This is an optimization exercise on Yosys and OpenROAD, whose aim is small area, a short achievable clock period and few clock cycles, not a production implementation. At most, simulation tests tie the RTL to the original design; equivalence was not proved.

Design bas, start of the top module:
module bas(clock,reset,load, seed_x,seed_y,iterations,x,y,x_extreme,y_extreme,out_value,done );
Settings: LEC_CHECK=0, CAP_MARGIN=20, CORE_MARGIN=2, CORE_UTILIZATION=45, SLEW_MARGIN=20; clock period 27.0 ns.
run.sh (not shown) runs the stock make flow with config.mk's settings and CLKGATE_MAP_FILE= SYNTH_SCRIPT=/design/flow/synth_recipe.tcl, a recipe that flattens the netlist after the stock synthesis.
==> next run, changes <==
==> flow/flow/run.sh (new file) <==
#!/bin/bash
# The standard layout, with timing repair aiming for 17 ns of setup slack
# at the design's clock period (over-fixing, as SETUP_SLACK_MARGIN does).
set -euo pipefail
bash standard.sh SETUP_SLACK_MARGIN=17 finish > orfs_make.log 2>&1
==> flow/standard.sh (new file) <==
#!/bin/bash
# synth_recipe.tcl (not shown) runs the flow's synth.tcl, then flattens the netlist and writes it again
# the make line also repeats each setting of config.mk as NAME=value (left out here)
make -C /OpenROAD-flow-scripts/flow DESIGN_CONFIG=/design/flow/config.mk WORK_HOME=/design/flow/orfs CLKGATE_MAP_FILE= SYNTH_SCRIPT=/design/flow/synth_recipe.tcl "${@:-finish}"
removed: flow/run.sh
What happened: Synthesized cell count does not change; cell count climbs by about 1.5%; routed wire length came out higher by about 2.7%; count of clock-buffer cells in the layout rises by 2; clock skew is lower by 0.021 ns; register-to-register slack improves by 2.8 ns; non-clock buffer count goes up by 113; hold slack stays flat.
==> next run, changes <==
==> flow/flow/run.sh (replaced) <==
#!/bin/bash
# The standard layout, with timing repair aiming for 20 ns of setup slack
# at the design's clock period (over-fixing, as SETUP_SLACK_MARGIN does).
set -euo pipefail
bash standard.sh SETUP_SLACK_MARGIN=20 finish > orfs_make.log 2>&1
Effect:
- The new run finished clean
- sequential share of layout area went down by 0.13 points
- routed wire length went up by a few percent
- first-iteration DRC count went down by roughly a tenth
- die area does not change
- worst hold slack improves by 0.0041 ns
- global-route usage went up by 0.57 points
No functional check of the RTL was part of any run of this note.

* * *

bas, a different RTL version from the one above (not shown whole).
Size: about 7800 cells after synthesis, about 310 flip-flops, about 140 I/O pins.
Design bas, start of the top module:
module bas(clock,reset,load, seed_x,seed_y,iterations,x,y,x_extreme,y_extreme,out_value,done );
    input clock,reset,load;
    input [8:0] seed_x,seed_y;
    input [8:0] iterations;
    input [15:0] x,y;
    output signed [15:0] x_extreme,y_extreme;
    output signed [39:0] out_value;
    output reg done;
    reg [15:0] x_curr, y_curr;           
    reg signed [13:0] step_x, step_y;    
    reg signed [13:0] step_nx, step_ny;  
    reg [17:0] dl1, dl2, dr1, dr2;       
    reg ql1, ql2, qr1, qr2;              
    reg [32:0] value_curr;               
    reg [8:0] dir_x, dir_y;              
    reg [12:0] sense;                    
    reg [9:0] remain;
    reg run;
    reg first;                           
    reg [15:0] x_best, y_best;
    reg [32:0] value_best;
    reg value_init;                      
    wire [32:0] al, bl, ar, br;
    beetle_left_antenna ol(dl1, dl2, ql1, ql2, al, bl);
    beetle_left_antenna or_(dr1, dr2, qr1, qr2, ar, br);
    wire go_right;
    beetle_compare cmp(al, bl, ar, br, go_right);
  ...
==> flow/config.mk <==
export PLATFORM = sky130hd
export DESIGN_NAME = bas
export DESIGN_NICKNAME = bas
export VERILOG_FILES = /design/flow/design.v
export SDC_FILE = /design/flow/constraint.sdc
export NUM_CORES = 8
export LEC_CHECK = 0
export ABC_AREA = 1
export CAP_MARGIN = 20
export CORE_MARGIN = 2
export CORE_UTILIZATION = 45
export SLEW_MARGIN = 20
==> flow/constraint.sdc <==
create_clock -name core_clock -period 27.0 [get_ports {clock}]
set_input_delay 5.4000 -clock core_clock [delete_from_list [all_inputs] [get_ports {clock}]]
set_output_delay 5.4000 -clock core_clock [all_outputs]
set_load 0.01 [all_outputs]
standard.sh (not shown) runs the stock make flow with config.mk's settings and CLKGATE_MAP_FILE= SYNTH_SCRIPT=/design/flow/synth_recipe.tcl, a recipe that flattens the netlist after the stock synthesis.
==> flow/flow/run.sh <==
#!/bin/bash
# The standard layout: up to clock tree synthesis with the default timing
# repair, then the rest with timing repair aiming for 20 ns of setup slack at
# the design's clock period (over-fixing, as SETUP_SLACK_MARGIN does) on the
# worst 10% of endpoints; buf_2 cells as the port buffers.
set -euo pipefail
bash standard.sh "BUFFER_PORTS_ARGS=-buffer_cell sky130_fd_sc_hd__buf_2" cts > orfs_make_cts.log 2>&1
bash standard.sh SETUP_SLACK_MARGIN=20 TNS_END_PERCENT=10 "BUFFER_PORTS_ARGS=-buffer_cell sky130_fd_sc_hd__buf_2" finish > orfs_make.log 2>&1
The starting point went through all stages and came out clean.
Testbench counts at the start, summed over its fixed seeds: cycles 49,368.
Rerun with:
==> flow/flow/run.sh (replaced) <==
#!/bin/bash
# The standard layout, with timing repair aiming for 20 ns of setup slack
# at the design's clock period (over-fixing, as SETUP_SLACK_MARGIN does),
# on the worst 10% of endpoints, and sky130_fd_sc_hd__buf_2 cells as the port buffers.
set -euo pipefail
bash standard.sh SETUP_SLACK_MARGIN=20 TNS_END_PERCENT=10 "BUFFER_PORTS_ARGS=-buffer_cell sky130_fd_sc_hd__buf_2" finish > orfs_make.log 2>&1
Settings changed: PLACE_DENSITY set to 0.7.
=> Cell count falls slightly. Cell area falls slightly. Global-route usage rises by 0.70 points. Routed wire length falls by a few percent. Register-to-register slack loses 0.05 ns. Setup slack loses 0.064 ns.
Rerun with:
==> flow/flow/run.sh (replaced) <==
#!/bin/bash
# The standard layout: floorplan with the default timing repair, then the rest
# with timing repair aiming for 20 ns of setup slack at the design's clock
# period (over-fixing, as SETUP_SLACK_MARGIN does) on the worst 10% of
# endpoints, and buf_2 cells as the port buffers.
set -euo pipefail
bash standard.sh "BUFFER_PORTS_ARGS=-buffer_cell sky130_fd_sc_hd__buf_2" floorplan > orfs_make_floorplan.log 2>&1
bash standard.sh SETUP_SLACK_MARGIN=20 TNS_END_PERCENT=10 "BUFFER_PORTS_ARGS=-buffer_cell sky130_fd_sc_hd__buf_2" finish > orfs_make.log 2>&1
Settings changed: PLACE_DENSITY 0.7 to not set.
After rerunning:
- flip-flop and latch count stays the same
- sequential share of layout area is about the same
- die area is unchanged

* * *

Another version of the RTL of bas (not shown whole).
Size in the first run: about 6400 cells after synthesis, roughly 140 I/O pins, about 55000 um^2 of cells after synthesis.
clock: 27.0 ns
lec_check: 0
cap_margin: 20
core_margin: 2
core_utilization: 70
slew_margin: 20
==> flow/flow/run.sh <==
#!/bin/bash
# The standard layout, with timing repair aiming for 20 ns of setup slack
# at the design's clock period (over-fixing, as SETUP_SLACK_MARGIN does).
set -euo pipefail
bash standard.sh SETUP_SLACK_MARGIN=20 finish > orfs_make.log 2>&1
The first run passed the timing, DRC and antenna checks.
Testbench counts at the start, summed over its fixed seeds: cycles 49,368.
Then changed:
==> flow/flow/run.sh (replaced) <==
#!/bin/bash
# The standard layout, with timing repair aiming for 21 ns of setup slack
# at the design's clock period (over-fixing, as SETUP_SLACK_MARGIN does).
set -euo pipefail
bash standard.sh SETUP_SLACK_MARGIN=21 finish > orfs_make.log 2>&1
--- a/flow/config.mk
+++ b/flow/config.mk
@@ -8,4 +8,4 @@
 export CAP_MARGIN = 20
 export CORE_MARGIN = 2
-export CORE_UTILIZATION = 70
+export CORE_UTILIZATION = 45
 export SLEW_MARGIN = 20
Outcome: The changed run ran to the end with no violations. Design area rises by 4.7%. First-iteration DRC count went down by 18%. Area after synthesis is unchanged. Count of clock-buffer cells in the layout went up by 1. Clock skew goes up by 29 ps. Via count fell by about 2.4%. Register-to-register slack improves by 30 ps.
Then changed:
==> flow/flow/run.sh (replaced) <==
#!/bin/bash
# The standard layout, with timing repair aiming for 20 ns of setup slack
# at the design's clock period (over-fixing, as SETUP_SLACK_MARGIN does).
set -euo pipefail
bash standard.sh SETUP_SLACK_MARGIN=20 finish > orfs_make.log 2>&1
--- a/flow/config.mk
+++ b/flow/config.mk
@@ -8,4 +8,4 @@
 export CAP_MARGIN = 20
 export CORE_MARGIN = 2
-export CORE_UTILIZATION = 45
+export CORE_UTILIZATION = 60
 export SLEW_MARGIN = 20
The new run passed the timing, DRC and antenna checks; non-clock buffer count decreases by 41; final area decreases by a few percent; register-to-register slack got worse by 110 ps; clock skew decreases by 28 ps.

* * *

bas with an RTL version that a note above also has.
export LEC_CHECK = 0
export ABC_AREA = 1
export CAP_MARGIN = 20
export CORE_MARGIN = 2
export CORE_UTILIZATION = 50
export SLEW_MARGIN = 20
create_clock -name core_clock -period 27.0 [get_ports {clock}]
==> flow/flow/run.sh <==
#!/bin/bash
# The standard layout: floorplan with the default timing repair, then the rest
# with timing repair aiming for 20 ns of setup slack at the design's clock
# period (over-fixing, as SETUP_SLACK_MARGIN does) on the worst 10% of
# endpoints, and buf_2 cells as the port buffers.
set -euo pipefail
bash standard.sh "BUFFER_PORTS_ARGS=-buffer_cell sky130_fd_sc_hd__buf_2" floorplan > orfs_make_floorplan.log 2>&1
bash standard.sh SETUP_SLACK_MARGIN=20 TNS_END_PERCENT=10 "BUFFER_PORTS_ARGS=-buffer_cell sky130_fd_sc_hd__buf_2" finish > orfs_make.log 2>&1
Testbench counts at the start, summed over its fixed seeds: cycles 49,368.
==> next run, changes <==
==> flow/flow/run.sh (replaced) <==
#!/bin/bash
# The standard layout: floorplan with the default timing repair, then the rest
# with timing repair aiming for 21 ns of setup slack at the design's clock
# period (over-fixing, as SETUP_SLACK_MARGIN does) on the worst 10% of
# endpoints, and buf_2 cells as the port buffers.
set -euo pipefail
bash standard.sh "BUFFER_PORTS_ARGS=-buffer_cell sky130_fd_sc_hd__buf_2" floorplan > orfs_make_floorplan.log 2>&1
bash standard.sh SETUP_SLACK_MARGIN=21 TNS_END_PERCENT=10 "BUFFER_PORTS_ARGS=-buffer_cell sky130_fd_sc_hd__buf_2" finish > orfs_make.log 2>&1
- CORE_UTILIZATION: 50 -> 45
After rerunning: Cell area grows by 3.3%. Fmax grows by about 0.9%. Utilization shrinks by 4.2 points. Clock skew stays flat. Sequential cell count does not change.
==> next run, changes <==
==> flow/flow/run.sh (replaced) <==
#!/bin/bash
# The standard layout: floorplan with the default timing repair, then the rest
# with timing repair aiming for 20.5 ns of setup slack at the design's clock
# period (over-fixing, as SETUP_SLACK_MARGIN does) on the worst 10% of
# endpoints, and buf_2 cells as the port buffers.
set -euo pipefail
bash standard.sh "BUFFER_PORTS_ARGS=-buffer_cell sky130_fd_sc_hd__buf_2" floorplan > orfs_make_floorplan.log 2>&1
bash standard.sh SETUP_SLACK_MARGIN=20.5 TNS_END_PERCENT=10 "BUFFER_PORTS_ARGS=-buffer_cell sky130_fd_sc_hd__buf_2" finish > orfs_make.log 2>&1
- CORE_UTILIZATION: 45 -> 50
Outcome:
- via count is about the same
- design area falls by about 0.55%
- routed wire length shrinks by 1.8%
- count of clock-buffer cells in the layout rises by 7
- first-iteration DRC count goes down by 4.4%
- die area decreases by 9.9%
==> next run, changes <==
==> flow/flow/run.sh (replaced) <==
#!/bin/bash
# The standard layout, with timing repair aiming for 20.25 ns of setup slack
# at the design's clock period (over-fixing, as SETUP_SLACK_MARGIN does),
# on the worst 10% of endpoints, and sky130_fd_sc_hd__buf_2 cells as the port buffers.
set -euo pipefail
bash standard.sh SETUP_SLACK_MARGIN=20.25 TNS_END_PERCENT=10 "BUFFER_PORTS_ARGS=-buffer_cell sky130_fd_sc_hd__buf_2" finish > orfs_make.log 2>&1
- CORE_UTILIZATION: 50 -> 45
What happened: Register-to-register slack gets worse by 0.03 ns; routed wire length climbs slightly; cell count climbs slightly; count of clock-buffer cells in the layout drops by 6; sequential cell count does not change; via count drops slightly; synthesized cell count does not change.
==> next run, changes <==
==> flow/flow/run.sh (replaced) <==
#!/bin/bash
# The standard layout: floorplan with the default timing repair, then the rest
# with timing repair aiming for 20 ns of setup slack at the design's clock
# period (over-fixing, as SETUP_SLACK_MARGIN does) on the worst 10% of
# endpoints, and buf_2 cells as the port buffers.
set -euo pipefail
bash standard.sh "BUFFER_PORTS_ARGS=-buffer_cell sky130_fd_sc_hd__buf_2" floorplan > orfs_make_floorplan.log 2>&1
bash standard.sh SETUP_SLACK_MARGIN=20 TNS_END_PERCENT=10 "BUFFER_PORTS_ARGS=-buffer_cell sky130_fd_sc_hd__buf_2" finish > orfs_make.log 2>&1
- CORE_UTILIZATION: 45 -> 55
Effect: Register-to-register slack stays flat. Design area decreases slightly. Core utilization increases by 11 points. Setup slack improved by 0.053 ns. Global-route usage increases by 5.6 points. Clock-buffer cell count increases by 7. Non-clock buffer count decreases by 24. Sequential cell count stays the same. Area after synthesis is unchanged. Critical path depth increases by 7. Hold slack improved by 0.0033 ns.

* * *

== alpha ==
Another version of the RTL of bas (not shown whole).
Size: about 310 flip-flops, ~140 I/O pins, roughly 56,000 sq um of cells after synthesis.
Settings: LEC_CHECK=0, CAP_MARGIN=20, CORE_MARGIN=2, CORE_UTILIZATION=45, SLEW_MARGIN=20; clock period 27.0 ns.
==> flow/flow/run.sh <==
#!/bin/bash
# The standard layout, with timing repair aiming for 20 ns of setup slack
# at the design's clock period (over-fixing, as SETUP_SLACK_MARGIN does),
# on the worst 20% of endpoints.
set -euo pipefail
bash standard.sh SETUP_SLACK_MARGIN=20 TNS_END_PERCENT=20 finish > orfs_make.log 2>&1
The flow did not stop early for alpha: all stages ran, and the layout cleared the timing, DRC and antenna checks.
Testbench counts of alpha, summed over its fixed seeds: cycles 49,176.
The following lists how beta was set up differently from alpha:
Settings: an added ABC_AREA of 1.
==> flow/flow/run.sh <==
#!/bin/bash
# The standard layout, with timing repair aiming for 19 ns of setup slack
# at the design's clock period (over-fixing, as SETUP_SLACK_MARGIN does),
# on the worst 20% of endpoints.
set -euo pipefail
bash standard.sh SETUP_SLACK_MARGIN=19 TNS_END_PERCENT=20 finish > orfs_make.log 2>&1
beta | status: complete | timing, DRC, antenna: pass
met5 as the uppermost signal routing layer after detailed routing was reported by alpha, and met4 by beta.
The final reports for beta and alpha show data arrival time of the critical path higher in the former.
Changes observed in beta relative to alpha: total vias in the final route grew by about 14%; initial antenna violation count lost 2; die height picked up an extra about 2.4%; final cell count went up.
Compared to alpha, the router laid down more metal wire for beta.
Logic depth of the worst path, buffers included ended up 13 lower on beta than on alpha.
On beta: average routed wire per standard cell is about 7% lower than what alpha gave.
Taking alpha as the reference point, the setup slack of beta falls by 0.38 ns.
What gamma does differently from beta at the input level:
Settings: ABC_AREA: 1 -> unset.
==> flow/flow/run.sh <==
#!/bin/bash
# The standard layout, with timing repair aiming for 20 ns of setup slack
# at the design's clock period (over-fixing, as SETUP_SLACK_MARGIN does).
set -euo pipefail
bash standard.sh SETUP_SLACK_MARGIN=20 finish > orfs_make.log 2>&1
- Compared with beta, in gamma number of non-clock buffers now larger, post-route minimum period dropped 0.14 ns.
- Going from beta to gamma, sum of routed wire length over all layers down about 11%, summed area of non-filler cells in the final layout up 3.7%, post-synthesis cell count down 1,758, required time reported for the critical path endpoint down 0.06 ns, worst setup slack up 0.14 ns.
- Re utilization: gamma is 4.6 points up on beta.
- gamma ended with more area used by sequential logic in the layout than beta.
- On met2 wirelength from detailed routing, the lower figure sits with gamma, not beta.
For delta, these inputs were changed with respect to gamma:
Settings: ABC_AREA: unset -> 1.
==> flow/flow/run.sh <==
#!/bin/bash
# The standard layout, with timing repair aiming for 20 ns of setup slack
# at the design's clock period (over-fixing, as SETUP_SLACK_MARGIN does),
# on the worst 20% of endpoints.
set -euo pipefail
bash standard.sh SETUP_SLACK_MARGIN=20 TNS_END_PERCENT=20 finish > orfs_make.log 2>&1
## What came out
The run showing the greater worst slack on hold paths is delta. Re number of iterations in the first detailed-routing pass: delta and gamma aren't equal, and the lower value belongs to delta. From gamma to delta the numbers moved as follows: area of combinational cells with multiple inputs now sits lower; global-route usage over all layers increased 3.1 points. gamma vs delta, worst setup path startpoint: dl1[15]$_SDFF_PP0_ vs load. Compared to gamma, delta has count of clock-buffer cells in the layout about 13% higher. On delta: final worst-path setup slack is 0.59 ns higher than what gamma gave.

==> static timing again, ports no longer ideal <==
The results above use ideal ports. As a check the final layouts listed here were re-extracted and re-timed, cells and wires unchanged. Step 1 assumes that a clkbuf_16 drives the clock port and a buf_2 every other input. Step 2 moves the port delays by t, midway between the first and last clock arrival at a register: inputs arrive t later, outputs are due t later. That takes back most of the time a late clock gives input paths. Three values: ideal ports, drivers, drivers and shift; two values: the first two.
run	t, ns	setup WS [ns]	worst setup path after step 2	slew at the worst register clock pin (ns)
the first run of note 1	0.680	14.191 / 14.191 / 14.191	register to register	0.07 / 0.07
the second run of note 1	0.680	16.942 / 16.942 / 16.942	register to register	0.06 / 0.06
the third run of note 1	0.681	16.884 / 16.884 / 16.884	register to register	0.07 / 0.07
the first run of note 2	0.719	20.017 / 19.935 / 19.439	input to register	0.08 / 0.08
the second run of note 2	0.705	19.953 / 20.007 / 19.303	input to register	0.07 / 0.07
the third run of note 2	0.717	19.975 / 19.893 / 19.426	input to register	0.08 / 0.08
the first run of note 3	0.652	19.314 / 19.314 / 19.314	register to register	0.08 / 0.08
the second run of note 3	0.705	19.344 / 19.344 / 19.344	register to register	0.07 / 0.07
the third run of note 3	0.673	19.234 / 19.234 / 19.234	register to register	0.07 / 0.07
the first run of note 4	0.702	20.039 / 20.052 / 19.390	input to register	0.09 / 0.09
the second run of note 4	0.724	20.098 / 20.098 / 19.464	input to register	0.08 / 0.08
the third run of note 4	0.701	20.110 / 20.126 / 19.461	input to register	0.09 / 0.09
the fourth run of note 4	0.728	19.960 / 19.877 / 19.465	input to register	0.08 / 0.08
the fifth run of note 4	0.707	20.012 / 20.073 / 19.366	input to register	0.08 / 0.08
alpha	0.713	19.518 / 19.518 / 19.045	input to register	0.07 / 0.07
beta	0.693	19.136 / 19.189 / 18.496	input to register	0.07 / 0.07
gamma	0.710	19.280 / 19.280 / 19.196	input to register	0.07 / 0.07
delta	0.712	19.875 / 19.842 / 19.223	input to register	0.07 / 0.07
After both steps setup and hold are still met in every run listed. The setup slack of delta, which loses most, moves by -0.033 ns with the drivers and by -0.652 ns with both steps.
